This is an optimization exercise on Yosys and OpenROAD, whose aim is small area, not a production implementation. Function was checked by simulation only, so behaviour that the tests miss may differ from the original.

// FIR2
module FIR2 (X, clk, Y, reset);
   input  [11:0] X;
   input  clk;
   output [13:0] Y;
   input  reset;
   reg [13:0] Y;
   reg [11:0] d1, d2, d3, d4, d5, d6, d7, d8, d9, d10, d11, d12, d13, d14, d15, d16, d17, d18, d19, d20, d21, d22, d23, d24, d25, d26, d27, d28, d29, d30, d31, d32, d33, d34, d35, d36, d37, d38, d39, d40, d41, d42, d43, d44, d45, d46, d47, d48, d49, d50, d51, d52, d53, d54, d55, d56, d57, d58;
   always @(posedge clk) begin
      d1 <= X;
      d2 <= d1;
      d3 <= d2;
      d4 <= d3;
      d5 <= d4;
      d6 <= d5;
      d7 <= d6;
      d8 <= d7;
      d9 <= d8;
      d10 <= d9;
      d11 <= d10;
      d12 <= d11;
      d13 <= d12;
      d14 <= d13;
      d15 <= d14;
      d16 <= d15;
      d17 <= d16;
      d18 <= d17;
      d19 <= d18;
      d20 <= d19;
      d21 <= d20;
      d22 <= d21;
      d23 <= d22;
      d24 <= d23;
      d25 <= d24;
      d26 <= d25;
      d27 <= d26;
      d28 <= d27;
      d29 <= d28;
      d30 <= d29;
      d31 <= d30;
      d32 <= d31;
      d33 <= d32;
      d34 <= d33;
      d35 <= d34;
      d36 <= d35;
      d37 <= d36;
      d38 <= d37;
      d39 <= d38;
      d40 <= d39;
      d41 <= d40;
      d42 <= d41;
      d43 <= d42;
      d44 <= d43;
      d45 <= d44;
      d46 <= d45;
      d47 <= d46;
      d48 <= d47;
      d49 <= d48;
      d50 <= d49;
      d51 <= d50;
      d52 <= d51;
      d53 <= d52;
      d54 <= d53;
      d55 <= d54;
      d56 <= d55;
      d57 <= d56;
      d58 <= d57;
   end
   reg [5:0] cnt;
   always @(posedge clk or posedge reset)
      if (reset) cnt <= 6'd0;
      else if (cnt != 6'd63) cnt <= cnt + 6'd1;
   wire v2 = (cnt[5] | (cnt[4] | (cnt[3] | (cnt[2] | cnt[1]))));
   wire [11:0] m2 = ~(d2 & {12{v2}});
   wire v4 = (cnt[5] | (cnt[4] | (cnt[3] | cnt[2])));
   wire [11:0] m4 = ~(d4 & {12{v4}});
   wire v6 = (cnt[5] | (cnt[4] | (cnt[3] | (cnt[2] & cnt[1]))));
   wire [11:0] m6 = ~(d6 & {12{v6}});
   wire v8 = (cnt[5] | (cnt[4] | cnt[3]));
   wire [11:0] m8 = ~(d8 & {12{v8}});
   wire v10 = (cnt[5] | (cnt[4] | (cnt[3] & (cnt[2] | cnt[1]))));
   wire [11:0] m10 = ~(d10 & {12{v10}});
   wire v12 = (cnt[5] | (cnt[4] | (cnt[3] & cnt[2])));
   wire [11:0] m12 = ~(d12 & {12{v12}});
   wire v14 = (cnt[5] | (cnt[4] | (cnt[3] & (cnt[2] & cnt[1]))));
   wire [11:0] m14 = ~(d14 & {12{v14}});
   wire v16 = (cnt[5] | cnt[4]);
   wire [11:0] m16 = ~(d16 & {12{v16}});
  ...
For scale: roughly 2,200 cells after synthesis, ~720 flip-flops, ~28 I/O pins, about 32,000 um^2 of cells after synthesis.
clock: 15.0 ns
lec_check: 0
cap_margin: 20
core_margin: 2
core_utilization: 55
cts_buf_list: sky130_fd_sc_hd__clkbuf_8
cts_cluster_diameter: 60
cts_cluster_size: 16
gpl_timing_driven: 0
slew_margin: 20
synth_hierarchical: 1
standard.sh (not shown) runs the stock make flow with config.mk's settings and CLKGATE_MAP_FILE= SYNTH_SCRIPT=/design/flow/synth_recipe.tcl, a recipe that flattens the netlist after the stock synthesis.
==> flow/flow/run.sh <==
#!/bin/bash
# Standard ORFS flow (the standard.sh), with the port buffers that
# buffer_ports inserts on every input and output made the smallest buffer.
set -o pipefail
export BUFFER_PORTS_ARGS="-buffer_cell sky130_fd_sc_hd__buf_1"
bash standard.sh > standard_flow.log 2>&1
Rerun with:
- ABC_AREA: not set -> 1
- CORE_UTILIZATION: 55 -> 40
Outcome:
- count of clock-buffer cells in the layout rose by 7
- first-iteration DRC count fell by a few percent
- final area rose slightly
- global-route usage fell by 8.2 points
- sequential share of layout area fell by 0.74 points
- utilization fell by 15 points

* * *

FIR2 again, from the RTL that the note above started with.
==> flow/config.mk <==
export PLATFORM = sky130hd
export DESIGN_NAME = FIR2
export DESIGN_NICKNAME = FIR2
export VERILOG_FILES = /design/flow/design.v
export SDC_FILE = /design/flow/constraint.sdc
export NUM_CORES = 4
export LEC_CHECK = 0
export CAP_MARGIN = 20
export CORE_MARGIN = 2
export CORE_UTILIZATION = 40
export CTS_BUF_LIST = sky130_fd_sc_hd__clkbuf_4 sky130_fd_sc_hd__clkbuf_8
export CTS_CLUSTER_DIAMETER = 50
export CTS_CLUSTER_SIZE = 12
export SLEW_MARGIN = 20
export SYNTH_HIERARCHICAL = 1
==> flow/constraint.sdc <==
create_clock -name core_clock -period 15.0 [get_ports {clk}]
set_input_delay 3.0000 -clock core_clock [delete_from_list [all_inputs] [get_ports {clk}]]
set_output_delay 3.0000 -clock core_clock [all_outputs]
set_load 0.01 [all_outputs]
Scripts as last shown in full above: flow/flow/run.sh
Next try:
Settings changed: CTS_BUF_LIST sky130_fd_sc_hd__clkbuf_4 sky130_fd_sc_hd__clkbuf_8 to sky130_fd_sc_hd__clkbuf_8, CTS_CLUSTER_DIAMETER 50 to 60, CTS_CLUSTER_SIZE 12 to 16, GPL_TIMING_DRIVEN from default to 0.
Result: Clock-buffer cell count falls by 42. Worst setup slack degrades by 140 ps. Design area falls by a few percent. Routed wire length rises by a few percent. Die area stays the same. First-iteration DRC count rises by about a fifth.
Next try:
Settings changed: CTS_BUF_LIST sky130_fd_sc_hd__clkbuf_8 to sky130_fd_sc_hd__clkbuf_4, CTS_CLUSTER_DIAMETER 60 to 50, CTS_CLUSTER_SIZE 16 to 10, GPL_TIMING_DRIVEN 0 to default.
After rerunning: The new run passed the timing, DRC and antenna checks. Final area rises by 0.31%. Core utilization climbs by 0.13 points. Via count barely changes. Worst hold slack is worse by 42 ps. Area after synthesis stays the same. Clock-buffer cell count increases by 38. Global-route usage drops by 0.54 points. Synthesized cell count does not change. Wire length shrinks by 2.9%.

## re-timing with driven ports
The results above use ideal ports. As a check the final layouts listed here were re-extracted and re-timed, cells and wires unchanged.
Step 1: set_driving_cell puts a clkbuf_16 on clk and a buf_2 on each other input, an assumption about the parent block.
Step 2, shift: input delay + t, output delay - t, t = (earliest + latest rising clock arrival at the registers) / 2. This alone moves slack from input paths to output paths.
Slacks: ideal / step 1 / step 2; pairs: ideal / step 1.
run	shift t [ns]	slack for setup (ns)	worst setup path after step 2	clock arrival spread, ns
the first run of note 1	0.759	0.515 / 0.515 / 0.515	register to register	0.050 / 0.050
the second run of note 1	0.752	0.519 / 0.519 / 0.401	input to register	0.033 / 0.033
the first run of note 2	0.740	0.657 / 0.657 / 0.585	input to register	0.068 / 0.068
the second run of note 2	0.748	0.514 / 0.514 / 0.514	register to register	0.045 / 0.045
the third run of note 2	0.907	0.691 / 0.691 / 0.569	input to register	0.114 / 0.115
After both steps every run listed still meets setup and hold. For the third run of note 2, which loses most, drivers alone change the setup slack by 0.000 ns; drivers and shift together by -0.122 ns.
